What follows belongs to an exercise in optimizing a design on an open flow for small area and a short achievable clock period; a production flow would make more cautious choices. Where RTL was checked, it was by simulation tests only, not by an equivalence proof against the original. Only the layout flow was run in runs 4 to 7; the RTL was not checked for function there.

[design/flow/flow/abc.script]
strash
ifraig
scorr
dc2
dretime
strash
&get -n
&dch -f
&nf {D}
&put
[design/flow/flow/run.sh]
#!/bin/bash
# The standard flow's own layout (standard.sh), with the synthesis of flow/my_synth.tcl:
# no adder-cell extraction before abc, and abc's script from flow/abc.script.
set -euo pipefail
here=$(pwd)
export ABC_SCRIPT_FILE=$here/flow/abc.script
bash standard.sh SYNTH_SCRIPT=$here/flow/my_synth.tcl finish > standard.log 2>&1
[design/flow/standard.sh]
#!/bin/bash
# synth_recipe.tcl (not shown) runs the flow's synth.tcl, then flattens the netlist and writes it again
# the make line also repeats each setting of config.mk as NAME=value (left out here)
make -C /OpenROAD-flow-scripts/flow DESIGN_CONFIG=/design/flow/config.mk WORK_HOME=/design/flow/orfs CLKGATE_MAP_FILE= SYNTH_SCRIPT=/design/flow/synth_recipe.tcl "${@:-finish}"
[design/flow/config.mk]
export PLATFORM = sky130hd
export DESIGN_NAME = CS
export DESIGN_NICKNAME = CS
export VERILOG_FILES = /design/flow/design.v
export SDC_FILE = /design/flow/constraint.sdc
export NUM_CORES = 4
export LEC_CHECK = 0
export CAP_MARGIN = 20
export CORE_MARGIN = 2
export CORE_UTILIZATION = 40
export SLEW_MARGIN = 20
[design/flow/design.v]
`timescale 1ns/10ps
module CS(Y, X, reset, clk);
input clk, reset;
input  [7:0] X;
output [9:0] Y;
reg [11:0] v [0:8];      
reg [11:0] S;            
reg [8:0]  sel;          
reg [80:0] c;            
integer i, j;
wire [7:0]  u8 = v[8][7:0] * 8'd57;
wire [11:0] P  = S - {4'd0, u8};           
wire [11:0] Sn = P + {4'd0, X};
wire [11:0] vx = {X, 3'b000} + {4'd0, X};  
reg [8:0] Fn;    
reg [8:0] cn0;   
reg [8:0] seln;
always @(*) begin
    Fn[0] = ({1'b0, X} <= P[11:3]);        
    for (i = 1; i < 9; i = i + 1) Fn[i] = (v[i-1] <= Sn);
    cn0[0] = 1'b0;
    for (j = 1; j < 9; j = j + 1) cn0[j] = (vx[11:3] > v[j-1][11:3]);
    for (i = 0; i < 9; i = i + 1) begin
        seln[i] = Fn[i];
        for (j = 0; j < 9; j = j + 1)
            if (j < i) begin
                if (j == 0) seln[i] = seln[i] & (~Fn[j] | ~cn0[i]);
                else        seln[i] = seln[i] & (~Fn[j] | ~c[(j-1)*9+i-1]);
            end else if (j > i) begin
                if (i == 0) seln[i] = seln[i] & (~Fn[j] | cn0[j]);
                else        seln[i] = seln[i] & (~Fn[j] | c[(i-1)*9+j-1]);
            end
    end
end
always @(posedge clk or posedge reset) begin
    if (reset) begin
        for (i = 0; i < 9; i = i + 1) v[i] <= 12'd0;
        S   <= 12'd0;
        sel <= 9'h100;
        c   <= 81'd0;
    end else begin
        v[0] <= vx;
        for (i = 0; i < 8; i = i + 1) v[i+1] <= v[i];
        S   <= Sn;
        sel <= seln;
        for (j = 1; j < 9; j = j + 1) c[j] <= cn0[j];
        for (i = 1; i < 9; i = i + 1)
            for (j = i + 1; j < 9; j = j + 1) c[i*9+j] <= c[(i-1)*9+j-1];
    end
end
reg [11:0] A9;
always @(*) begin
    A9 = 12'd0;
    for (i = 0; i < 9; i = i + 1) A9 = A9 | ({12{sel[i]}} & v[i]);
end
wire [12:0] T = {1'b0, S} + {1'b0, A9};
assign Y = T[12:3];
endmodule
[design/flow/flow/my_synth.tcl]
# The standard flow's synthesis (synth_recipe.tcl) with two changes: no full/half adder cells are
# extracted before abc, and abc maps with the script in ABC_SCRIPT_FILE (if set).
proc synth {args} { yosys synth -nofsm -noshare {*}$args }
proc extract_fa {args} { puts "extract_fa skipped" }
proc abc {args} {
  set out {}
  set skip 0
  foreach a $args {
    if {$skip} { set skip 0; continue }
    if {$a eq "-script" && [info exists ::env(ABC_SCRIPT_FILE)] && $::env(ABC_SCRIPT_FILE) ne ""} {
      lappend out -script $::env(ABC_SCRIPT_FILE); set skip 1; continue
    }
    if {$a eq "-D" && [info exists ::env(ABC_D_OVERRIDE)]} {
      set skip 1
      if {$::env(ABC_D_OVERRIDE) ne "none"} { lappend out -D $::env(ABC_D_OVERRIDE) }
      continue
    }
    lappend out $a
  }
  puts "abc override: $out"
  yosys abc {*}$out
}
source $::env(SCRIPTS_DIR)/synth.tcl
# left out here: clear keep_hierarchy, flatten, clean up, hide names made inside functions, write 1_2_yosys.v
[design/flow/constraint.sdc]
create_clock -name core_clock -period 20.0 [get_ports {clk}]
set_input_delay 4.0000 -clock core_clock [delete_from_list [all_inputs] [get_ports {clk}]]
set_output_delay 4.0000 -clock core_clock [all_outputs]
set_load 0.01 [all_outputs]
==> flow_summary.json, run 1 <==
{
  "syn_inst": 699,
  "cts.clk_slew.worst_paths_ps": 70,
  "fillerInstances": 1755,
  "die_area_um2": 21180,
  "core_area_um2": 19590,
  "cts_tree": "yes",
  "met3_usage_pct": 5.329,
  "hold_depth": 0,
  "die_y_um": 145.5,
  "drcViolationCount": 0,
  "crit_fanout": 14,
  "synth-seq-area-share_pct": 49.06,
  "clock_path_buffers": 2,
  "rsz0062_at_grt": "no",
  "setup_violations": 0,
  "vias": 6125,
  "grt_pass1_vias": 6246,
  "synth-edff-count": 0,
  "maxSlewHeadroom_pct": 25.53,
  "first_pass_iters": 10,
  "async_flop_share_pct": 100.0,
  "ys_types": 44,
  "final_area_um2": 9205,
  "syn_nets": 709,
  "io_pins": 20,
  "slowest_delay_ps": 790,
  "area_delta_synth_final_pct": 14.90,
  "cpLargestDelayFamily": "adder cells",
  "grt_overflow": 0,
  "status": "no timing/DRC/antenna violations",
  "worstSetupPathType": "primary input to register",
  "finish.net_count": 758,
  "gr-usage-met2_pct": 31.45,
  "post_dp_cell_area_um2": 8621,
  "setup_ws_ps": 10320,
  "cp.required_ps": 20370,
  "tns_ps": 0,
  "cap_violations": 0,
  "period_needed_ps": 9684,
  "grt_first_pass_wirelength_um": 35360,
  "hold_class": "register to register",
  "end_kind": "register",
  "cts.sinks": 157,
  "worstMarginPinSlew_ps": 1112,
  "slew_violations": 0,
  "dr.first_iter.drc_count": 801,
  "antenna_left": 0,
  "path_cells": "clkdlybuf4s50_1, and2_0, maj3_1, maj3_1, maj3_1, maj3_1, maj3_1, maj3_1, o21ai_0, xor2_1, maj3_1, o221ai_1, a21oi_1, nor2_1, a2111oi_0, and3_1",
  "numCtsBuffers": 17,
  "path_buf_inv": 1,
  "root_buffer": "clkbuf_16",
  "synth_area_per_cell_um2": 11.46,
  "met1_usage_pct": 31.90,
  "grt_max_degree": 99,
  "post-place-ws_ps": 9974,
  "htree_levels": 4,
  "finalWirelength_um": 22210,
  "antenna_found_initial": 0,
  "cp.depth": 16,
  "worstSetupStartpointType": "primary input",
  "worst-r2r-cell-count": 16,
  "fin_crit_sh_pct": 48.42,
  "die_w_um": 145.5,
  "fin_worst_skew_ps": 11.49,
  "cp_common_cell": "maj3_1",
  "syn-cell-area_um2": 8011,
  "clk_latency_ps": 430,
  "grt_usage_pct": 21.51,
  "dp_hpwl_um": 15840,
  "yosysWarnings": 2,
  "post-cts-setup-buffers": 0,
  "cp_data_arrival_time_ps": 10050,
  "max_freq_ghz": 0.1033,
  "io_buffer_count": 19,
  "avgRoutedWirePerCell_um": 21.64,
  "hold_viol_final": 0,
  "antenna_cells": 0,
  "start_util_pct": 40.90,
  "grt_busiest_layer": "met1",
  "viasPerCell": 5.970,
  "hold_buffers": 0,
  "cts-resized-gates": 0,
  "place.gp.congestion": 0.9094,
  "drive_gt1_share_pct": 5.913,
  "ys_ff_latch": 157,
  "placementRows": 51,
  "crit_path_top_delay_cell": "xor2_1",
  "synth_flop_cell": "dfrtp_1"
}
[logic make-up after synthesis]
family,count (synthesis),synth area share (%)
compound gates,175,16.29
xor+xnor,68,9.699
fa+ha+maj,115,14.37
buf+inv,45,2.108
flops,157,49.06
simple gates,139,8.480
[registers in the layout (all words and copies together) (netlist names)]
signal,count
sel,9
S,12
v,108
c,28
[placed cells by master, fill, tap and decap left out, types with 5 or more instances in the layout]
cell type        netlist  final
a21oi_1               23     23
a221oi_1               6      6
a222oi_1              36     36
a22o_1                 5      5
a22oi_1               19     19
and2_0                19     19
and3_1                 7      7
buf_4                  0     11
clkbuf_16              0     17
clkdlybuf4s50_1        0     19
clkinv_1              45     44
clkinv_4               0      5
dfrtp_1              156    156
maj3_1               115    115
nand2_1               37     37
nand3_1                9      9
nor2_1                32     32
nor2b_1               13     13
nor3_1                 7      7
o211ai_1               5      5
o21ai_0               24     24
o221ai_1               6      6
o22ai_1               25     25
or2_0                  6      6
xnor2_1               39     39
xnor3_1               11     11
xor2_1                16     16
[Yosys cell counts, types with 2 or more instances]
master     count  area share, %
nor4_1         3           0.23
nand2b_1       3           0.23
xor2_1        16            1.7
a221o_1        3           0.37
and3_1         7           0.55
xnor3_1       11            3.1
o22a_1         2           0.22
a221oi_1       6           0.66
clkinv_1      45            2.1
nor2_1        32            1.5
o31ai_1        2           0.19
a21o_1         3           0.28
o211ai_1       5           0.47
xnor2_1       39            4.3
nor3_1         7           0.44
dfrtp_1      156             49
or4_1          2           0.19
a22oi_1       19            1.8
nor2b_1       13            1.0
o22ai_1       25            2.0
o221ai_1       6           0.66
xor3_1         2           0.59
a2111oi_0      2           0.22
a222oi_1      36            4.5
o21ai_0       24            1.5
and2_0        19            1.5
maj3_1       115             14
nand3_1        9           0.56
or2_0          6           0.47
a21oi_1       23            1.4
nand2_1       37            1.7
o2bb2ai_1      2           0.22
a22o_1         5           0.55
a211oi_1       3           0.28
a2bb2oi_1      2           0.22
[metal layers]
metal  vias to the layer above  part of all wire [%]
li1                       2766                     -
met1                      3055                    47
met2                       278                    44
met3                        24                   8.3
met4                         2                   1.1
met5                         -                  0.29
[per-stage QoR]
step	hold WS (ps)	instances	utilization (%)
detailed placement	369.8	994	44.01
CTS	384.8	1026	46.99
finish	381.6	1026	46.99
floorplan	360.9	699	-
global route	399.3	1026	46.99
global placement	373.6	994	44.01
[area by class of cell]
class	count	area [um^2]	share of cell area, %
multi-input combinational	497	3913	42.50
clock inverter	13	131.4	1.427
sequential	157	3930	42.69
tap	265	331.6	3.602
timing repair buffer	30	272.8	2.963
inverter	45	173.9	1.889
clock buffer	19	452.9	4.920
[worst reg2reg max path: cells and delay by family, from the launching register on]
family / cells / cell delay, ps
flip-flops: 1 / 620
AO/OA/AOI/OAI: 4 / 1480
adder cells (fa/ha/maj): 7 / 2720
AND/OR/NAND/NOR: 3 / 560
XOR/XNOR: 2 / 950
[worst paths after layout]
path / from / to / slack [ps]
worst min register to register: c[31]$_DFF_PP0_ / c[41]$_DFF_PP0_ / 380
worst max-delay path: X[0] / sel[3]$_DFF_PP0_ / 10320
min in group asynchronous: reset / v[0][8]$_DFF_PP0_ / 4140
max in group asynchronous: reset / v[4][9]$_DFF_PP0_ / 14600
worst max register to register: v[8][0]$_DFF_PP0_ / sel[3]$_DFF_PP0_ / 13610
worst min-delay path: c[31]$_DFF_PP0_ / c[41]$_DFF_PP0_ / 380
==> inputs of run 2 (changes only) <==
--- a/design/flow/config.mk
+++ b/design/flow/config.mk
@@ -10,2 +10,5 @@
 export CORE_UTILIZATION = 40
+export CTS_BUF_LIST = sky130_fd_sc_hd__clkbuf_8
+export CTS_CLUSTER_DIAMETER = 100
+export CTS_CLUSTER_SIZE = 20
 export SLEW_MARGIN = 20
==> flow_summary.json, run 2 <==
{
  "viasPerCell": 6.012,
  "setup_violations": 0,
  "layout.cells.non_filler": 1026,
  "grt_pass1_vias": 6241,
  "avgRoutedWirePerCell_um": 21.64,
  "cts.clk_slew.worst_paths_ps": 90,
  "synthAdderAreaFrac_pct": 14.37,
  "place.gp.congestion": 0.9094,
  "die_area_um2": 21180,
  "mostFrequentLayoutCell": "dfrtp_1",
  "dr.first_iter.drc_count": 747,
  "cts-resized-gates": 0,
  "dpl.cell_count": 994,
  "end_kind": "register",
  "io_pins": 20,
  "worst-r2r-cell-count": 16,
  "hold_viol_final": 0,
  "drcViolationCount": 0,
  "path_buf_inv": 1,
  "status": "no timing/DRC/antenna violations",
  "cpLargestDelayFamily": "adder cells",
  "maxSlewHeadroom_pct": 21.75,
  "cp_data_arrival_time_ps": 10050,
  "root_buffer": "clkbuf_8",
  "synth-compound-area-share_pct": 16.29,
  "finalWirelength_um": 22210,
  "finish.net_count": 758,
  "async_flop_share_pct": 100.0,
  "syn_nets": 709,
  "start_util_pct": 40.90,
  "ys_types": 44,
  "worstSetupStartpointType": "primary input",
  "vias": 6168,
  "first_pass_iters": 8,
  "fin_hold_ws_ps": 386.1,
  "largest_reg_flops": 108,
  "syn_inst": 699,
  "synth_top_family_by_area": "compound AO/OA/AOI/OAI gates",
  "antenna_found_initial": 0,
  "period_needed_ps": 9646,
  "cts.sinks": 157,
  "core_area_um2": 19590,
  "drive_gt1_share_pct": 5.913,
  "rrSetupSlack_ps": 13590,
  "synth_xor_area_share_pct": 9.699,
  "max_freq_ghz": 0.1037,
  "cp_common_cell": "maj3_1",
  "area_delta_synth_final_pct": 12.51,
  "cap_violations": 0,
  "clock_path_buffers": 2,
  "cp.depth": 16,
  "die_w_um": 145.5,
  "yosys.area_share.simple_pct": 8.480,
  "layout_common_cells": "dfrtp_1 (156), maj3_1 (115), clkinv_1 (44)",
  "fin_crit_sh_pct": 48.23,
  "largestRegisters": "v: 108 flops, c: 28 flops, S: 12 flops",
  "placementRows": 51,
  "synth_flop_cell": "dfrtp_1",
  "worstSetupPathType": "primary input to register",
  "grt_overflow": 0,
  "io_buffer_count": 19,
  "netlist_top_cells_area": "dfrtp_1 (49%), maj3_1 (14%), a222oi_1 (4.5%)",
  "r2r_start": "v[8][0]$_DFF_PP0_",
  "antenna_left": 0,
  "synth_common_cells": "dfrtp_1 (156), maj3_1 (115), clkinv_1 (45)",
  "synthMuxAreaShare_pct": 0,
  "cts_tree": "yes",
  "synth.most_common_cell": "dfrtp_1",
  "startpoint": "X[0]",
  "rsz0062_at_grt": "no",
  "grt_usage_pct": 21.53,
  "numCtsBuffers": 17,
  "grt_first_pass_wirelength_um": 35330,
  "ys_ff_latch": 157,
  "yosysWarnings": 2,
  "fin_worst_skew_ps": 14.56,
  "syn-cell-area_um2": 8011,
  "clk_latency_ps": 460,
  "tns_ps": 0,
  "worstReg2RegEnd": "sel[3]$_DFF_PP0_",
  "path_cells": "clkdlybuf4s50_1, and2_0, maj3_1, maj3_1, maj3_1, maj3_1, maj3_1, maj3_1, o21ai_0, xor2_1, maj3_1, o221ai_1, a21oi_1, nor2_1, a2111oi_0, and3_1",
  "crit_fanout": 14,
  "dp_hpwl_um": 15840,
  "antenna_cells": 0,
  "slew_violations": 0,
  "cp.required_ps": 20410,
  "crit_path_top_delay_cell": "a21oi_1",
  "grt_max_degree": 99,
  "synth.top_cell.area_share_pct": 48.73,
  "synth-edff-count": 0,
  "hold_buffers": 0,
  "post-synth-top-area-cell": "dfrtp_1",
  "crit_end": "sel[3]$_DFF_PP0_",
  "die_y_um": 145.5,
  "hold_class": "register to register",
  "post-cts-setup-buffers": 0,
  "slowest_delay_ps": 780,
  "synth_area_per_cell_um2": 11.46,
  "regMostFlops": "v",
  "worstMarginPinSlew_ps": 1169,
  "htree_levels": 4,
  "synth-seq-area-share_pct": 49.06
}
[run 2: cell counts after synthesis]
No cell type changed its count.
[run 2: cells by family after synthesis]
family,after synthesis
AOI/OAI and AO/OA,175
xor gates and xnor gates,68
adders and majority gates,115
buffers and inverters,45
DFF,157
and+or+nand+nor,139
[run 2: worst min path at each step]
stage                          from         endpoint  cells after the start  slack, ps
floorplan           c[31]$_DFF_PP0_  c[41]$_DFF_PP0_                      0        360
global placement    c[31]$_DFF_PP0_  c[41]$_DFF_PP0_                      0        370
detailed placement  c[31]$_DFF_PP0_  c[41]$_DFF_PP0_                      0        370
CTS                 c[31]$_DFF_PP0_  c[41]$_DFF_PP0_                      0        390
global route        c[31]$_DFF_PP0_  c[41]$_DFF_PP0_                      0        400
finish              c[31]$_DFF_PP0_  c[41]$_DFF_PP0_                      0        390
[run 2: worst register-to-register path, stage by stage (launching register included)]
cell and delay, ps:
dfrtp_1 630, nor2b_1 280, xnor2_1 160, maj3_1 410, maj3_1 390, maj3_1 400, maj3_1 420, maj3_1 400
maj3_1 410, o21ai_0 210, xor2_1 770, maj3_1 290, o221ai_1 100, a21oi_1 780, nor2_1 80, a2111oi_0 420
and3_1 200
[run 2: layout make-up]
cell class | count | area, um^2
fillers | 1778 | 10580
flip-flops and latches | 157 | 3930
multi-input cells | 497 | 3913
well taps | 265 | 331.6
repair buffers | 30 | 272.8
clock buffers | 19 | 261.5
inverters | 45 | 173.9
clock inverters | 13 | 131.4
[run 2: metrics by stage]
stage	util (%)	area, um^2	worst slack [ps]
detailed placement	44.01	8621	9974
global placement	44.01	8621	10060
CTS	46.01	9014	10460
finish	46.01	9014	10350
floorplan	-	8011	11070
global route	46.01	9014	9993
[run 2: routing by layer]
| metal | part of all wire [%] | up-vias | global-route usage [%] | wire (um) |
|---|---|---|---|---|
| li1 | - | 2763 | - | - |
| met1 | 47 | 3097 | 31.76 | 10410 |
| met2 | 43 | 279 | 31.35 | 9553 |
| met3 | 8.7 | 29 | 5.611 | 1933 |
| met4 | 1.4 | 0 | 6.078 | 310 |
| met5 | 0 | - | 0 | 0 |
==> inputs of run 3 (changes only) <==
==> design/flow/run.sh (new file) <==
#!/bin/bash
# synth_recipe.tcl (not shown) runs the flow's synth.tcl, then flattens the netlist and writes it again
# the make line also repeats each setting of config.mk as NAME=value (left out here)
make -C /OpenROAD-flow-scripts/flow DESIGN_CONFIG=/design/flow/config.mk WORK_HOME=/design/flow/orfs CLKGATE_MAP_FILE= SYNTH_SCRIPT=/design/flow/synth_recipe.tcl finish
--- a/design/flow/config.mk
+++ b/design/flow/config.mk
@@ -10,5 +10,2 @@
 export CORE_UTILIZATION = 40
-export CTS_BUF_LIST = sky130_fd_sc_hd__clkbuf_8
-export CTS_CLUSTER_DIAMETER = 100
-export CTS_CLUSTER_SIZE = 20
 export SLEW_MARGIN = 20
removed: design/flow/flow/run.sh
removed: design/flow/flow/abc.script
removed: design/flow/flow/my_synth.tcl
removed: design/flow/standard.sh
==> flow_summary.json, run 3 <==
{
  "synth_flop_cell": "dfrtp_1",
  "post-synth-top-area-cell": "dfrtp_1",
  "path_cells": "clkdlybuf4s50_1, ha_1, inv_1, fa_1, nor2b_1, o2111ai_1, nand3_1, and2_1, xnor2_1, inv_1, ha_1, nand2_1, o31ai_1, o31ai_1, a31oi_1, nand3_1, o21ai_0, or3_1, a21oi_1, a221o_1, nor4_1",
  "synth.top_cell.area_share_pct": 33.32,
  "largest_reg_flops": 108,
  "placementRows": 62,
  "dp_hpwl_um": 31260,
  "crit_path_top_delay_cell": "clkdlybuf4s50_1",
  "die_y_um": 175.1,
  "place.gp.congestion": 0.9502,
  "cp.required_ps": 20360,
  "finish.net_count": 1442,
  "root_buffer": "clkbuf_16",
  "fin_worst_skew_ps": 13.76,
  "max_freq_ghz": 0.1104,
  "worst-r2r-cell-count": 29,
  "drcViolationCount": 0,
  "worstReg2RegEnd": "sel[6]$_DFF_PP0_",
  "clock_path_buffers": 2,
  "post_dp_cell_area_um2": 12340,
  "cap_violations": 0,
  "cts.sinks": 157,
  "yosysWarnings": 2,
  "drive_gt1_share_pct": 5.008,
  "post-cts-setup-buffers": 0,
  "synthAdderAreaFrac_pct": 22.87,
  "tns_ps": 0,
  "synthMuxAreaShare_pct": 0.1815,
  "ys_types": 86,
  "crit_fanout": 11,
  "period_needed_ps": 9055,
  "antenna_found_initial": 0,
  "maxSlewHeadroom_pct": 40.73,
  "io_pins": 20,
  "cts.clk_slew.worst_paths_ps": 70,
  "syn_inst": 1207,
  "netlist_top_cells_area": "dfrtp_1 (33%), ha_1 (21%), inv_1 (4.4%)",
  "grt_overflow": 0,
  "hold_end": "c[52]$_DFF_PP0_",
  "dr.first_iter.drc_count": 1013,
  "syn_nets": 1423,
  "layout_common_cells": "ha_1 (198), dfrtp_1 (156), inv_1 (136)",
  "die_w_um": 175.1,
  "regMostFlops": "v",
  "grt_first_pass_wirelength_um": 62180,
  "cp_data_arrival_time_ps": 9410,
  "core_area_um2": 28780,
  "htree_levels": 4,
  "hold_viol_final": 0,
  "hold_buffers": 0,
  "hold_depth": 0,
  "first_pass_iters": 7,
  "hold_class": "register to register",
  "area_delta_synth_final_pct": 10.52,
  "final_area_um2": 12950,
  "synth_top_family_by_area": "adder cells",
  "synth_common_cells": "ha_1 (198), dfrtp_1 (156), inv_1 (137)",
  "grt_pass1_vias": 9859,
  "grt_usage_pct": 27.13,
  "io_buffer_count": 19,
  "cpLargestDelayFamily": "compound AO/OA/AOI/OAI gates",
  "die_area_um2": 30680,
  "startpoint": "X[0]",
  "r2r_start": "v[8][0]$_DFF_PP0_",
  "yosys.area_share.simple_pct": 12.59,
  "antenna_cells": 0,
  "finalWirelength_um": 40810,
  "end_kind": "register",
  "worstSetupStartpointType": "primary input",
  "viasPerCell": 6.219,
  "status": "no timing/DRC/antenna violations",
  "synth-seq-area-share_pct": 33.54,
  "synth_area_per_cell_um2": 9.707,
  "cts-resized-gates": 0,
  "fin_crit_sh_pct": 45.28,
  "path_buf_inv": 3,
  "slew_violations": 0,
  "synth_xor_area_share_pct": 3.642,
  "slowest_delay_ps": 560,
  "worstSetupPathType": "primary input to register",
  "clk_latency_ps": 450,
  "numCtsBuffers": 17,
  "rsz0062_at_grt": "no",
  "worstMarginPinSlew_ps": 884.7,
  "synth-compound-area-share_pct": 21.66,
  "mostFrequentLayoutCell": "ha_1",
  "vias": 10087,
  "grt_max_degree": 90,
  "ys_ff_latch": 157,
  "synth.most_common_cell": "ha_1",
  "cts_tree": "yes",
  "setup_violations": 0,
  "holdCritStartpoint": "c[42]$_DFF_PP0_",
  "synth-edff-count": 0,
  "antenna_left": 0,
  "async_flop_share_pct": 100.0,
  "avgRoutedWirePerCell_um": 25.16,
  "largestRegisters": "v: 108 flops, c: 28 flops, S: 12 flops",
  "rrSetupSlack_ps": 11990,
  "start_util_pct": 40.71,
  "syn-cell-area_um2": 11720
}
-- run 3: cells by family (layout without fill, tap and decap cells) --
kind of cell / after synthesis / after routing
compound gates: 345 / 345
simple gates: 282 / 282
fa+ha+maj: 210 / 210
buf+inv: 168 / 199
flops: 157 / 157
xor+xnor: 43 / 43
mux: 2 / 2
-- run 3: worst reg2reg max path: cells and delay by family, from the launching register on --
| kind | cells | cell delay [ps] |
|---|---|---|
| adder cells (fa/ha/maj) | 8 | 2830 |
| AO/OA/AOI/OAI | 8 | 2350 |
| AND/OR/NAND/NOR | 7 | 1540 |
| flip-flops | 1 | 470 |
| XOR/XNOR | 2 | 400 |
| buffers and inverters | 4 | 370 |
-- run 3: layout make-up --
type | count | area (um^2)
clock buffers | 18 | 439.2
well taps | 384 | 480.5
repair buffers | 29 | 265.3
clock inverters | 13 | 166.4
fillers | 2742 | 15830
multi-input cells | 882 | 7141
flip-flops and latches | 157 | 3930
inverters | 139 | 526.8
-- run 3: how the worst max path moves through the flow --
stage                             to  slack, ps  cells after the start
CTS                 sel[5]$_DFF_PP0_      11010                     20
floorplan           sel[2]$_DFF_PP0_      11700                     20
detailed placement  sel[5]$_DFF_PP0_      10590                     20
finish              sel[6]$_DFF_PP0_      10940                     21
global placement    sel[3]$_DFF_PP0_      10720                     21
global route        sel[1]$_DFF_PP0_      10490                     21
-- run 3: routing by layer --
| layer | wire length [um] | track usage, % |
|---|---|---|
| met4 | 2245 | 14.10 |
| met2 | 18040 | 42.18 |
| met5 | 0 | 0 |
| met3 | 2576 | 3.329 |
| met1 | 17940 | 37.06 |
-- run 3: stage by stage --
stage / hold slack [ps] / std cells / utilization [%] / setup slack [ps]
floorplan: 351.9 / 1207 / - / 11700
global placement: 360.7 / 1591 / 42.89 / 10720
detailed placement: 367.1 / 1591 / 42.89 / 10590
CTS: 382.2 / 1622 / 44.99 / 11010
global route: 392.8 / 1622 / 44.99 / 10490
finish: 379.7 / 1622 / 44.99 / 10940
==> inputs of run 4 (changes only) <==
==> design/flow/design.v (replaced) <==
`timescale 1ns/10ps
module CS(Y, X, reset, clk);
input clk, reset;
input  [7:0] X;
output [9:0] Y;
reg [7:0] w [0:8];
reg [11:0] S;
integer i;
always @(posedge clk or posedge reset) begin
    if (reset) begin
        for (i = 0; i < 9; i = i + 1) w[i] <= 8'd0;
        S <= 12'd0;
    end else begin
        w[0] <= X;
        for (i = 0; i < 8; i = i + 1) w[i+1] <= w[i];
        S <= S + {4'd0, X} - {4'd0, w[8]};
    end
end
function [7:0] div9;
    input [11:0] s;
    reg [3:0] r;
    reg [4:0] t;
    integer b;
    begin
        r = s[11:8];
        for (b = 7; b >= 0; b = b - 1) begin
            t = {r, s[b]};
            div9[b] = (t >= 5'd9);
            r = div9[b] ? (t - 5'd9) : t[3:0];
        end
    end
endfunction
wire [7:0] avg = div9(S);
wire [8:0] f;
genvar g;
generate for (g = 0; g < 9; g = g + 1) begin : cmp
    assign f[g] = (w[g] <= avg);
end endgenerate
function [8:0] pick;  
    input [8:0] a, b;
    begin
        if (a[8] & (~b[8] | (a[7:0] >= b[7:0]))) pick = a;
        else pick = {b[8], b[7:0]};
    end
endfunction
wire [8:0] l1_0 = pick({f[0], w[0]}, {f[1], w[1]});
wire [8:0] l1_1 = pick({f[2], w[2]}, {f[3], w[3]});
wire [8:0] l1_2 = pick({f[4], w[4]}, {f[5], w[5]});
wire [8:0] l1_3 = pick({f[6], w[6]}, {f[7], w[7]});
wire [8:0] l2_0 = pick(l1_0, l1_1);
wire [8:0] l2_1 = pick(l1_2, l1_3);
wire [8:0] l3_0 = pick(l2_0, l2_1);
wire [8:0] l4_0 = pick(l3_0, {f[8], w[8]});
wire [7:0] A = l4_0[7:0];
wire [12:0] T = {1'b0, S} + {2'b0, A, 3'b0} + {5'b0, A};
assign Y = T[12:3];
endmodule
==> flow_summary.json, run 4 <==
{
  "status": "no timing/DRC/antenna violations",
  "fin_crit_sh_pct": 94.93,
  "synth_common_cells": "ha_1 (173), inv_1 (122), dfrtp_1 (84)",
  "post-place-ws_ps": 241.5,
  "drive_gt1_share_pct": 10.92,
  "dp_hpwl_um": 16440,
  "hold_class": "register to register",
  "worstMarginPinSlew_ps": 926.8,
  "clock_path_buffers": 2,
  "vias": 6499,
  "core_area_um2": 20300,
  "crit_path_top_delay_cell": "clkdlybuf4s50_1",
  "grt_pass1_vias": 6313,
  "post-synth-top-area-cell": "ha_1",
  "cp.required_ps": 16000,
  "fin_hold_ws_ps": 419.9,
  "finish.net_count": 1116,
  "setup_ws_ps": 1015,
  "grt_first_pass_wirelength_um": 33950,
  "end_kind": "output port",
  "start_util_pct": 40.96,
  "avgRoutedWirePerCell_um": 17.55,
  "die_area_um2": 21960,
  "synth.top_cell.area_share_pct": 26.03,
  "cts_tree": "yes",
  "finalWirelength_um": 20980,
  "die_y_um": 148.2,
  "netlist_top_cells_area": "ha_1 (26%), dfrtp_1 (25%), mux2i_1 (5.7%)",
  "viasPerCell": 5.438,
  "worstSetupStartpointType": "register",
  "dr.first_iter.drc_count": 353,
  "root_buffer": "clkbuf_16",
  "ys_types": 73,
  "crit_fanout": 17,
  "cts.sinks": 84,
  "slowest_delay_ps": 550,
  "placementRows": 52,
  "synth-edff-count": 0,
  "slew_violations": 0,
  "io_pins": 20,
  "syn_nets": 1069,
  "cap_violations": 0,
  "regMostFlops": "w",
  "area_delta_synth_final_pct": 13.68,
  "mostFrequentLayoutCell": "ha_1",
  "yosysWarnings": 2,
  "worstSetupPathType": "register to output port",
  "fin_worst_skew_ps": 7.310,
  "largest_reg_flops": 72,
  "cp_common_cell": "ha_1",
  "rrSetupSlack_ps": 16540,
  "drcViolationCount": 0,
  "synth_area_per_cell_um2": 9.525,
  "antenna_found_initial": 1,
  "syn_inst": 873,
  "syn-cell-area_um2": 8315,
  "final_area_um2": 9453,
  "r2r_start": "S[3]$_DFF_PP0_",
  "holdCritStartpoint": "w[2][0]$_DFF_PP0_",
  "cts.clk_slew.worst_paths_ps": 70,
  "worstReg2RegEnd": "S[11]$_DFF_PP0_",
  "cp_data_arrival_time_ps": 14990,
  "max_freq_ghz": 0.05267,
  "async_flop_share_pct": 100.0,
  "grt_overflow": 0,
  "period_needed_ps": 18990,
  "synth_flop_cell": "dfrtp_1",
  "first_pass_iters": 5,
  "hold_end": "w[3][0]$_DFF_PP0_",
  "grt_max_degree": 71,
  "hold_depth": 0,
  "largestRegisters": "w: 72 flops, S: 12 flops",
  "antenna_left": 0,
  "grt_usage_pct": 19.66,
  "clk_latency_ps": 350,
  "post_dp_cell_area_um2": 8920,
  "synth.most_common_cell": "ha_1",
  "worst-r2r-cell-count": 14,
  "dpl.cell_count": 1169,
  "fin_util_pct": 46.57,
  "antenna_cells": 0,
  "numCtsBuffers": 9,
  "htree_levels": 3,
  "maxSlewHeadroom_pct": 38.21,
  "setup_violations": 0,
  "io_buffer_count": 19,
  "ys_ff_latch": 84,
  "hold_viol_final": 0,
  "place.gp.congestion": 0.8752,
  "layout.cells.non_filler": 1195,
  "synth-seq-area-share_pct": 25.28,
  "layout_common_cells": "ha_1 (173), inv_1 (119), dfrtp_1 (83)",
  "die_w_um": 148.2
}
-- run 4: cell types whose count changed after synthesis, moves of 18 or more --
| cell | before | now |
|---|---|---|
| nand3_1 | 40 | 22 |
| mux2i_1 | 1 | 47 |
| nand2_1 | 57 | 29 |
| a21o_1 | 12 | 34 |
| nor3_1 | 27 | 7 |
| dfrtp_1 | 156 | 84 |
| ha_1 | 198 | 173 |
| nor2_1 | 50 | 30 |
-- run 4: repair_timing --
| action | CTS | global route |
|---|---|---|
| pin swaps | 0 | 5 |
| endpoints found under the setup margin | 6 | 10 |
| gates resized for setup | 2 | 32 |
| setup buffers | 0 | 10 |
| hold buffers | 0 | 0 |
-- run 4: worst max-delay path, delay by kind of cell, from the launching register on --
family / cells / cell delay [ps]
compound gates: 34 / 6520
xor+xnor: 2 / 350
fa+ha+maj: 9 / 2610
buf+inv: 7 / 1400
flops: 1 / 450
mux: 4 / 800
simple gates: 14 / 2460
-- run 4: area by class of cell --
type	count	area [um^2]
fill	1962	10850
multi-input combinational	658	5856
sequential	84	2103
inverter	124	466.7
timing repair buffer	43	370.4
tap	270	337.8
clock buffer	9	225.2
clock inverter	7	93.84
-- run 4: how the worst max path moves through the flow --
stage,cells past startpoint,from,endpoint
after floorplan,68,S[9]$_DFF_PP0_,Y[8]
after global placement,72,S[8]$_DFF_PP0_,Y[8]
after detailed placement,72,S[9]$_DFF_PP0_,Y[8]
after CTS,68,S[9]$_DFF_PP0_,Y[8]
after global routing,70,S[8]$_DFF_PP0_,Y[7]
final,70,S[8]$_DFF_PP0_,Y[7]
-- run 4: routing by layer --
layer  share of wire [%]  wire length (um)  track usage [%]
met5                   0                 0                0
met4                 2.1               435            5.524
met3                 3.3               700            2.975
met2                  47              9839            32.55
met1                  48             10000            26.82
-- run 4: kinds of logic (layout without fill, tap and decap cells) --
| logic type | after synthesis | count (layout) | share of synthesized area [%] |
|---|---|---|---|
| mux | 57 | 57 | 7.087 |
| simple gates | 157 | 157 | 9.690 |
| xor+xnor | 24 | 24 | 2.618 |
| compound gates | 234 | 234 | 20.21 |
| buf+inv | 131 | 183 | 5.958 |
| flops | 84 | 84 | 25.28 |
| fa+ha+maj | 186 | 186 | 29.16 |
-- run 4: metrics by stage --
stage | setup TNS (ps)
after floorplan | 0
after global placement | 0
after detailed placement | 0
after CTS | 0
after global routing | -117.8
final | 0
==> inputs of run 5 (changes only) <==
==> design/flow/flow/run.sh (new file) <==
#!/bin/bash
bash standard.sh > standard.log 2>&1
==> design/flow/standard.sh (new file) <==
#!/bin/bash
# synth_recipe.tcl (not shown) runs the flow's synth.tcl, then flattens the netlist and writes it again
# the make line also repeats each setting of config.mk as NAME=value (left out here)
make -C /OpenROAD-flow-scripts/flow DESIGN_CONFIG=/design/flow/config.mk WORK_HOME=/design/flow/orfs CLKGATE_MAP_FILE= SYNTH_SCRIPT=/design/flow/synth_recipe.tcl "${@:-finish}"
removed: design/flow/run.sh
==> flow_summary.json, run 5 <==
{
  "fin_util_pct": 46.57,
  "layout.cells.non_filler": 1195,
  "setup_violations": 0,
  "synth.top_cell.area_share_pct": 26.03,
  "final_area_um2": 9453,
  "met1_usage_pct": 26.82,
  "area_delta_synth_final_pct": 13.68,
  "numCtsBuffers": 9,
  "hold_viol_final": 0,
  "hold_class": "register to register",
  "die_area_um2": 21960,
  "ys_types": 73,
  "post-synth-top-area-cell": "ha_1",
  "grt_first_pass_wirelength_um": 33950,
  "antenna_found_initial": 1,
  "root_buffer": "clkbuf_16",
  "syn-cell-area_um2": 8315,
  "cp_common_cell": "ha_1",
  "worstSetupPathType": "register to output port",
  "max_freq_ghz": 0.05267,
  "crit_path_top_delay_cell": "clkdlybuf4s50_1",
  "cp.required_ps": 16000,
  "ff_latch_area_um2": 2103,
  "viasPerCell": 5.438,
  "cts.sinks": 84,
  "slowest_delay_ps": 550,
  "finish.net_count": 1116,
  "htree_levels": 3,
  "fin_hold_ws_ps": 419.9,
  "grt_overflow": 0,
  "fin_worst_skew_ps": 7.310,
  "clock_path_buffers": 2,
  "async_flop_share_pct": 100.0,
  "netlist_top_cells_area": "ha_1 (26%), dfrtp_1 (25%), mux2i_1 (5.7%)",
  "grt_max_degree": 71,
  "largest_reg_flops": 72,
  "synth_area_per_cell_um2": 9.525,
  "layout_common_cells": "ha_1 (173), inv_1 (119), dfrtp_1 (83)",
  "dr.first_iter.drc_count": 353,
  "startpoint": "S[8]$_DFF_PP0_",
  "cp_data_arrival_time_ps": 14990,
  "ys_ff_latch": 84,
  "io_pins": 20,
  "status": "no timing/DRC/antenna violations",
  "vias": 6499,
  "mostFrequentLayoutCell": "ha_1",
  "cap_violations": 0,
  "syn_inst": 873,
  "core_area_um2": 20300,
  "syn_nets": 1069,
  "period_needed_ps": 18990,
  "drcViolationCount": 0,
  "grt_busiest_layer": "met2",
  "largestRegisters": "w: 72 flops, S: 12 flops",
  "multi_input_area_um2": 5856,
  "drive_gt1_share_pct": 10.92,
  "worstMarginPinSlew_ps": 926.8,
  "fillerInstances": 1962,
  "first_pass_iters": 5,
  "start_util_pct": 40.96,
  "die_y_um": 148.2,
  "setup_ws_ps": 1015,
  "post_dp_cell_area_um2": 8920,
  "io_buffer_count": 19,
  "finalWirelength_um": 20980,
  "maxSlewHeadroom_pct": 38.21,
  "synth.most_common_cell": "ha_1",
  "synth_flop_cell": "dfrtp_1",
  "slew_violations": 0,
  "antenna_cells": 0,
  "grt_usage_pct": 19.66,
  "synth-seq-area-share_pct": 25.28,
  "place.gp.congestion": 0.8752,
  "clk_latency_ps": 350,
  "holdCritStartpoint": "w[2][0]$_DFF_PP0_",
  "worstSetupStartpointType": "register",
  "regMostFlops": "w",
  "end_kind": "output port",
  "r2r_start": "S[3]$_DFF_PP0_",
  "dp_hpwl_um": 16440,
  "placementRows": 52,
  "met3_usage_pct": 2.975,
  "synth-edff-count": 0,
  "die_w_um": 148.2,
  "avgRoutedWirePerCell_um": 17.55,
  "cts_tree": "yes",
  "fin_crit_sh_pct": 94.93,
  "gr-usage-met2_pct": 32.55,
  "antenna_left": 0,
  "synth_common_cells": "ha_1 (173), inv_1 (122), dfrtp_1 (84)",
  "dpl.cell_count": 1169,
  "grt_pass1_vias": 6313,
  "cts.clk_slew.worst_paths_ps": 70,
  "yosysWarnings": 2,
  "post-place-ws_ps": 241.5,
  "hold_buffers": 0,
  "crit_fanout": 17
}
run 5: final cells by class:
cell class / instances / share of cell area [%]
clock buffers: 9 / 2.383
repair buffers: 43 / 3.918
inverters: 124 / 4.937
clock inverters: 7 / 0.9927
multi-input cells: 658 / 61.95
well taps: 270 / 3.574
flip-flops and latches: 84 / 22.25
run 5: logic make-up after synthesis:
| family | count (synthesis) | synth area share, % |
|---|---|---|
| flops | 84 | 25.28 |
| compound gates | 234 | 20.21 |
| buf+inv | 131 | 5.958 |
| mux | 57 | 7.087 |
| xor+xnor | 24 | 2.618 |
| simple gates | 157 | 9.690 |
| fa+ha+maj | 186 | 29.16 |
run 5: per-layer routing:
metal  wire (um)  share of wire, %
met1       10000                48
met2        9839                47
met3         700               3.3
met4         435               2.1
met5           0                 0
run 5: final timing paths:
| kind | depth (start not counted) | endpoint | slack [ps] |
|---|---|---|---|
| max in group asynchronous | 3 | S[8]$_DFF_PP0_ | 14910 |
| max | 70 | Y[7] | 1010 |
| min | 0 | w[3][0]$_DFF_PP0_ | 420 |
| min in group asynchronous | 2 | w[0][2]$_DFF_PP0_ | 3870 |
| min reg2reg | 0 | w[3][0]$_DFF_PP0_ | 420 |
| max reg2reg | 14 | S[11]$_DFF_PP0_ | 16540 |
run 5: per-stage QoR:
step	setup TNS, ps
floorplan	0
global placement	0
detailed placement	0
CTS	0
global route	-117.8
finish	0
run 5: critical path, delay by kind of cell, from the launching register on:
kind,cells,cell delay (ps)
flip-flops,1,450
adder cells (fa/ha/maj),9,2610
buffers and inverters,7,1400
multiplexers,4,800
AND/OR/NAND/NOR,14,2460
AO/OA/AOI/OAI,34,6520
XOR/XNOR,2,350
run 5: repair_timing:
item	CTS	global route
pin swaps	0	5
setup buffers	0	10
gates resized for setup	2	32
endpoints found under the hold margin	0	0
setup endpoints to repair	6	10
==> inputs of run 6 (changes only) <==
--- a/design/flow/design.v
+++ b/design/flow/design.v
@@ -5,15 +5,2 @@
 output [9:0] Y;
-reg [7:0] w [0:8];
-reg [11:0] S;
-integer i;
-always @(posedge clk or posedge reset) begin
-    if (reset) begin
-        for (i = 0; i < 9; i = i + 1) w[i] <= 8'd0;
-        S <= 12'd0;
-    end else begin
-        w[0] <= X;
-        for (i = 0; i < 8; i = i + 1) w[i+1] <= w[i];
-        S <= S + {4'd0, X} - {4'd0, w[8]};
-    end
-end
 function [7:0] div9;
@@ -32,8 +19,22 @@
 endfunction
-wire [7:0] avg = div9(S);
-wire [8:0] f;
-genvar g;
-generate for (g = 0; g < 9; g = g + 1) begin : cmp
-    assign f[g] = (w[g] <= avg);
-end endgenerate
+reg [7:0] w [0:8];
+reg [11:0] S;
+reg [8:0] g;    
+integer i;
+wire [11:0] Sn = S + {4'd0, X} - {4'd0, w[8]};
+wire [7:0] avgn = div9(Sn);
+always @(posedge clk or posedge reset) begin
+    if (reset) begin
+        for (i = 0; i < 9; i = i + 1) w[i] <= 8'd0;
+        S <= 12'd0;
+        g <= 9'd0;
+    end else begin
+        w[0] <= X;
+        for (i = 0; i < 8; i = i + 1) w[i+1] <= w[i];
+        S <= Sn;
+        g[0] <= X > avgn;
+        for (i = 0; i < 8; i = i + 1) g[i+1] <= w[i] > avgn;
+    end
+end
+wire [8:0] f = ~g;
 function [8:0] pick;  
==> design/flow/run.sh (new file) <==
#!/bin/bash
# synth_recipe.tcl (not shown) runs the flow's synth.tcl, then flattens the netlist and writes it again
# the make line also repeats each setting of config.mk as NAME=value (left out here)
make -C /OpenROAD-flow-scripts/flow DESIGN_CONFIG=/design/flow/config.mk WORK_HOME=/design/flow/orfs CLKGATE_MAP_FILE= SYNTH_SCRIPT=/design/flow/synth_recipe.tcl finish
removed: design/flow/flow/run.sh
removed: design/flow/standard.sh
==> flow_summary.json, run 6 <==
{
  "status": "no timing/DRC/antenna violations",
  "antenna_left": 0,
  "ys_ff_latch": 93,
  "clk_latency_ps": 350,
  "multi_input_area_um2": 5951,
  "cp.required_ps": 16000,
  "place.gp.congestion": 0.8769,
  "numCtsBuffers": 9,
  "ff_latch_area_um2": 2327,
  "cpLargestDelayFamily": "compound AO/OA/AOI/OAI gates",
  "crit_fanout": 17,
  "worstSetupStartpointType": "register",
  "hold_end": "w[1][0]$_DFF_PP0_",
  "worstMarginPinSlew_ps": 1056,
  "period_needed_ps": 16150,
  "rsz0062_at_grt": "no",
  "die_w_um": 151.9,
  "io_pins": 20,
  "hold_viol_final": 0,
  "die_y_um": 151.9,
  "hold_buffers": 0,
  "htree_levels": 3,
  "grt_usage_pct": 19.91,
  "async_flop_share_pct": 100.0,
  "vias": 7074,
  "io_buffer_count": 19,
  "start_util_pct": 40.48,
  "layout.cells.non_filler": 1261,
  "synth_xor_area_share_pct": 1.301,
  "cp_common_cell": "a21o_1",
  "mostFrequentLayoutCell": "ha_1",
  "r2r_start": "S[4]$_DFF_PP0_",
  "drcViolationCount": 0,
  "fin_worst_skew_ps": 8.054,
  "antenna_found_initial": 0,
  "cp_data_arrival_time_ps": 12150,
  "cts.clk_slew.worst_paths_ps": 70,
  "finish.net_count": 1164,
  "ys_types": 77,
  "synthAdderAreaFrac_pct": 26.69,
  "worstSetupPathType": "register to output port",
  "max_freq_ghz": 0.06191,
  "hold_depth": 0,
  "maxSlewHeadroom_pct": 28.66,
  "finalWirelength_um": 22280,
  "avgRoutedWirePerCell_um": 17.67,
  "antenna_cells": 0,
  "first_pass_iters": 5,
  "core_area_um2": 21620,
  "cts_tree": "yes",
  "dp_hpwl_um": 17340,
  "post-cts-setup-buffers": 0,
  "syn_inst": 954,
  "synth_area_per_cell_um2": 9.174,
  "synth-edff-count": 0,
  "synth_top_family_by_area": "adder cells",
  "holdCritStartpoint": "w[0][0]$_DFF_PP0_",
  "slowest_delay_ps": 520,
  "cap_violations": 0,
  "worst-r2r-cell-count": 30,
  "synth_flop_cell": "dfrtp_1",
  "netlist_top_cells_area": "dfrtp_1 (27%), ha_1 (24%), inv_1 (4.4%)",
  "viasPerCell": 5.610,
  "cts.sinks": 93,
  "grt_pass1_vias": 6911,
  "dr.first_iter.drc_count": 417,
  "rrSetupSlack_ps": 11610,
  "synth-seq-area-share_pct": 26.59,
  "area_delta_synth_final_pct": 9.764,
  "synth.top_cell.area_share_pct": 26.59,
  "yosysWarnings": 2,
  "synth.most_common_cell": "ha_1",
  "grt_overflow": 0,
  "worstReg2RegEnd": "g[8]$_DFF_PP0_",
  "clock_path_buffers": 2,
  "grt_first_pass_wirelength_um": 36830,
  "root_buffer": "clkbuf_16",
  "regMostFlops": "w",
  "hold_class": "register to register",
  "cts-resized-gates": 0,
  "slew_violations": 0,
  "dpl.cell_count": 1245,
  "syn-cell-area_um2": 8752,
  "drive_gt1_share_pct": 6.218,
  "syn_nets": 1142,
  "synth_common_cells": "ha_1 (165), inv_1 (103), dfrtp_1 (93)",
  "fillerInstances": 2101,
  "die_area_um2": 23080,
  "synth-compound-area-share_pct": 24.10,
  "setup_violations": 0,
  "fin_crit_sh_pct": 80.77,
  "path_buf_inv": 3,
  "largestRegisters": "w: 72 flops, S: 12 flops, g: 9 flops",
  "post-synth-top-area-cell": "dfrtp_1",
  "yosys.area_share.simple_pct": 11.92,
  "synthMuxAreaShare_pct": 3.774,
  "layout_common_cells": "ha_1 (165), inv_1 (102), dfrtp_1 (93)",
  "end_kind": "output port",
  "crit_path_top_delay_cell": "clkdlybuf4s50_1",
  "tns_ps": 0,
  "grt_max_degree": 72,
  "largest_reg_flops": 72,
  "placementRows": 54
}
[run 6: kinds of logic after synthesis]
| group | Yosys count |
|---|---|
| compound gates | 300 |
| xor+xnor | 13 |
| fa+ha+maj | 179 |
| buf+inv | 123 |
| flops | 93 |
| mux | 32 |
| simple gates | 214 |
[run 6: worst max path at each step]
stage	endpoint	start	cells past startpoint
after global routing	Y[8]	w[0][0]$_DFF_PP0_	53
after floorplan	Y[8]	w[0][0]$_DFF_PP0_	53
after detailed placement	Y[8]	w[0][0]$_DFF_PP0_	53
after CTS	Y[8]	w[0][0]$_DFF_PP0_	53
final	Y[8]	w[0][0]$_DFF_PP0_	53
after global placement	Y[8]	w[2][0]$_DFF_PP0_	53
[run 6: stage by stage]
stage | area, um^2 | setup WS (ps) | util [%] | hold slack, ps
2_1_floorplan | 8752 | 5916 | - | 373.6
3_3_place_gp | 9271 | 4590 | 42.88 | 381.6
3_5_place_dp | 9271 | 4383 | 42.88 | 386.8
4_1_cts | 9599 | 3912 | 44.40 | 399.8
5_1_grt | 9607 | 2941 | 44.43 | 413.8
6_report | 9607 | 3847 | 44.43 | 403.5
[run 6: per-layer routing]
metal	vias to the layer above	global-route usage (%)	routed length, um
met1	3369	27.55	10820
met3	24	2.966	755
met5	-	0	0
li1	3537	-	-
met4	0	5.251	433
met2	144	32.63	10280
[run 6: final cells by class]
type	count	share of cell area, %
Clock buffer	13	2.709
Clock inverter	3	0.7033
Inverter	108	4.246
Multi-Input combinational cell	738	61.94
Sequential cell	93	24.23
Tap cell	280	3.647
Timing Repair Buffer	26	2.527
==> inputs of run 7 (changes only) <==
==> design/flow/design.v (replaced) <==
`timescale 1ns/10ps
module CS(Y, X, reset, clk);
input clk, reset;
input  [7:0] X;
output [9:0] Y;
function [7:0] dm9;
    input [7:0] v;
    begin
        dm9[7:4] = v / 9;
        dm9[3:0] = v % 9;
    end
endfunction
reg [7:0]  w [0:8];      
reg [11:0] S;            
reg [8:0]  F;            
reg [80:0] c;         
integer i, j;
wire [11:0] P = S - {4'd0, w[8]};
wire [7:0] d1 = dm9({P[11:8], P[7:4]});
wire [7:0] d2 = dm9({d1[3:0], P[3:0]});
wire [7:0] p  = {d1[7:4], d2[7:4]};
wire [3:0] r  = d2[3:0];
wire [8:0] rx = {5'd0, r} + {1'b0, X};
wire [4:0] q  = rx / 9;
wire [7:0] avgn = p + {3'd0, q};
wire [11:0] Sn = P + {4'd0, X};
always @(posedge clk or posedge reset) begin
    if (reset) begin
        for (i = 0; i < 9; i = i + 1) w[i] <= 8'd0;
        S <= 12'd0;
        F <= 9'h1ff;
        for (i = 0; i < 9; i = i + 1)
            for (j = 0; j < 9; j = j + 1) c[(i)*9+(j)] <= 1'b0;
    end else begin
        w[0] <= X;
        for (i = 0; i < 8; i = i + 1) w[i+1] <= w[i];
        S <= Sn;
        F[0] <= ({1'b0, X} <= P[11:3]);
        for (i = 0; i < 8; i = i + 1) F[i+1] <= (w[i] <= avgn);
        for (j = 1; j < 9; j = j + 1) c[(0)*9+(j)] <= (X > w[j-1]);
        for (i = 1; i < 9; i = i + 1)
            for (j = i + 1; j < 9; j = j + 1) c[(i)*9+(j)] <= c[(i-1)*9+(j-1)];
    end
end
reg [8:0] sel;
reg [7:0] A;
always @(*) begin
    for (i = 0; i < 9; i = i + 1) begin
        sel[i] = F[i];
        for (j = 0; j < 9; j = j + 1)
            if (j < i)      sel[i] = sel[i] & (~F[j] | ~c[(j)*9+(i)]);
            else if (j > i) sel[i] = sel[i] & (~F[j] | c[(i)*9+(j)]);
    end
    A = 8'd0;
    for (i = 0; i < 9; i = i + 1) A = A | ({8{sel[i]}} & w[i]);
end
wire [12:0] T = {1'b0, S} + {2'b0, A, 3'b0} + {5'b0, A};
assign Y = T[12:3];
endmodule
==> flow_summary.json, run 7 <==
{
  "largest_reg_flops": 72,
  "ys_types": 110,
  "grt_usage_pct": 23.79,
  "viasPerCell": 6.023,
  "area_delta_synth_final_pct": 15.69,
  "cp.required_ps": 20340,
  "regMostFlops": "w",
  "layout_common_cells": "ha_1 (168), inv_1 (123), dfrtp_1 (119)",
  "fillerInstances": 2823,
  "drcViolationCount": 0,
  "end_kind": "register",
  "fin_crit_sh_pct": 93.83,
  "place.gp.congestion": 0.9040,
  "finalWirelength_um": 36630,
  "r2r_start": "S[0]$_DFF_PP0_",
  "period_needed_ps": 18770,
  "finish.net_count": 1587,
  "rrSetupSlack_ps": 1230,
  "grt_first_pass_wirelength_um": 58130,
  "syn_inst": 1323,
  "synth_common_cells": "ha_1 (183), inv_1 (125), dfrtp_1 (120)",
  "core_area_um2": 29720,
  "synth_flop_cell": "dfrtp_1",
  "mostFrequentLayoutCell": "ha_1",
  "maxSlewHeadroom_pct": 26.00,
  "post-synth-top-area-cell": "dfrtp_1",
  "crit_fanout": 9,
  "first_pass_iters": 7,
  "placementRows": 63,
  "synth_area_per_cell_um2": 9.136,
  "cap_violations": 0,
  "slew_violations": 0,
  "worstSetupPathType": "register to register",
  "start_util_pct": 40.67,
  "cts.sinks": 129,
  "yosysWarnings": 2,
  "startpoint": "S[0]$_DFF_PP0_",
  "fin_worst_skew_ps": 7.899,
  "grt_pass1_vias": 10571,
  "hold_buffers": 0,
  "dr.first_iter.drc_count": 926,
  "cp_data_arrival_time_ps": 19100,
  "dp_hpwl_um": 27310,
  "antenna_cells": 0,
  "drive_gt1_share_pct": 13.59,
  "hold_class": "register to register",
  "syn-cell-area_um2": 12090,
  "slowest_delay_ps": 650,
  "status": "no timing/DRC/antenna violations",
  "die_y_um": 177.8,
  "cts_tree": "yes",
  "worstSetupStartpointType": "register",
  "htree_levels": 4,
  "synth.top_cell.area_share_pct": 24.84,
  "cts.clk_slew.worst_paths_ps": 60,
  "holdCritStartpoint": "c[52]$_DFF_PP0_",
  "numCtsBuffers": 17,
  "grt_max_degree": 82,
  "synth.most_common_cell": "ha_1",
  "grt_overflow": 0,
  "root_buffer": "clkbuf_16",
  "clock_path_buffers": 2,
  "clk_latency_ps": 430,
  "async_flop_share_pct": 100.0,
  "netlist_top_cells_area": "dfrtp_1 (25%), ha_1 (19%), inv_1 (3.9%)",
  "max_freq_ghz": 0.05329,
  "crit_path_top_delay_cell": "or4b_2",
  "setup_ws_ps": 1235,
  "antenna_found_initial": 0,
  "synth-seq-area-share_pct": 26.80,
  "vias": 10770,
  "ys_ff_latch": 129,
  "avgRoutedWirePerCell_um": 20.49,
  "hold_viol_final": 0,
  "antenna_left": 0,
  "worstMarginPinSlew_ps": 1106,
  "cp_common_cell": "ha_1",
  "syn_nets": 1525,
  "largestRegisters": "w: 72 flops, c: 36 flops, S: 12 flops",
  "io_pins": 20,
  "die_area_um2": 31620,
  "synth-edff-count": 0,
  "post-place-ws_ps": -168.3,
  "setup_violations": 0,
  "io_buffer_count": 19,
  "die_w_um": 177.8
}
-- run 7: changes by cell type in the layout (fill, tap and decap cells not counted), moves of 12 or more --
cell	previous run	this run
a21o_1	50	30
a21oi_1	56	68
a22oi_1	1	13
buf_4	7	48
dfrtp_1	93	119
inv_1	102	123
maj3_1	0	15
mux2i_1	24	11
nand2_1	59	71
nand3_1	13	41
nand4_1	14	30
nor3_1	14	29
o22ai_1	3	18
xnor2_1	8	49
-- run 7: repair_timing --
item,4_1_cts,5_1_grt
gates resized for setup,2,48
endpoints found under the setup margin,8,8
pin swaps,0,17
setup buffers,0,13
-- run 7: final timing paths --
path,endpoint,depth (start not counted)
hold reg to reg,c[62]$_DFF_PP0_,0
min in group asynchronous,w[3][2]$_DFF_PP0_,2
setup / recovery,F[1]$_DFF_PP1_,97
max in group asynchronous,w[1][4]$_DFF_PP0_,3
hold / removal,c[62]$_DFF_PP0_,0
setup reg to reg,F[1]$_DFF_PP1_,97
-- run 7: cell type report --
class                   count  area (um^2)  share of cell area, %
flip-flops and latches    129         3241                  23.17
inverters                 128        485.5                  3.472
clock buffers              20        466.7                  3.338
well taps                 390        488.0                  3.490
repair buffers             70        593.1                  4.241
clock inverters            12        180.2                  1.288
multi-input cells        1039         8529                  61.00
-- run 7: stage by stage --
stage	TNS, ps	cell area (um^2)	hold WS [ps]	utilization (%)	cells
2_1_floorplan	0	12090	353.7	-	1323
3_3_place_gp	0	12930	366.6	43.51	1743
3_5_place_dp	-1269	12930	378.3	43.51	1743
4_1_cts	0	13590	386.9	45.74	1775
5_1_grt	-377.5	13980	397.0	47.05	1788
6_report	0	13980	382.1	47.05	1788
-- run 7: critical path: cells and delay by family (launching register included) --
family	cells	cell delay, ps
AO/OA/AOI/OAI	37	6710
adder cells (fa/ha/maj)	18	4840
AND/OR/NAND/NOR	21	3780
buffers and inverters	12	1310
XOR/XNOR	7	1160
multiplexers	2	450
flip-flops	1	380
-- run 7: cells by family after synthesis --
family                   Yosys count  synth area share [%]
multiplexers                      15                 1.346
XOR/XNOR                          68                 5.052
adder cells (fa/ha/maj)          207                 21.68
AND/OR/NAND/NOR                  345                 15.22
buffers and inverters            155                 5.124
AO/OA/AOI/OAI                    404                 24.78
flip-flops                       129                 26.80
-- run 7: routing by layer --
layer	up-vias	track usage [%]	part of all wire [%]
li1	5059	-	-
met2	357	39.37	47
met5	-	0	0
met3	82	3.877	5.5
met1	5272	31.25	44
met4	0	8.607	3.4

-- port drivers added, routing unchanged --
Ports are ideal in the flow. The routed layouts listed here were re-timed in OpenROAD. Step 1 sets driving cells, clkbuf_16 on the clock port and buf_2 on the other inputs (assumed; they add their load-dependent delay and slew). Step 2 adds t to the input delays and takes it off the output delays; t is the mean of the earliest and latest rising clock arrival at the registers after step 1. Input paths then give back, and output paths get back, about the clock's delay inside the block. Slacks: ideal ports / drivers / drivers and shift; pairs: ideal ports / drivers.
run | t, ns | setup slack, ns | hold WS [ns]
run 1 | 0.471 | 10.316 / 10.343 / 9.872 | 0.382 / 0.382 / 0.382
run 2 | 0.496 | 10.354 / 10.376 / 9.879 | 0.386 / 0.386 / 0.386
run 3 | 0.493 | 10.945 / 10.971 / 10.478 | 0.380 / 0.380 / 0.380
run 4 | 0.395 | 1.015 / 0.972 / 1.366 | 0.420 / 0.420 / 0.420
run 5 | 0.395 | 1.015 / 0.972 / 1.366 | 0.420 / 0.420 / 0.420
run 6 | 0.389 | 3.847 / 3.806 / 4.195 | 0.403 / 0.403 / 0.403
run 7 | 0.474 | 1.235 / 1.235 / 1.235 | 0.382 / 0.382 / 0.382
After both steps every run listed still meets setup and hold. For run 2, which loses most, drivers alone change the setup slack by +0.022 ns; drivers and shift together by -0.475 ns.
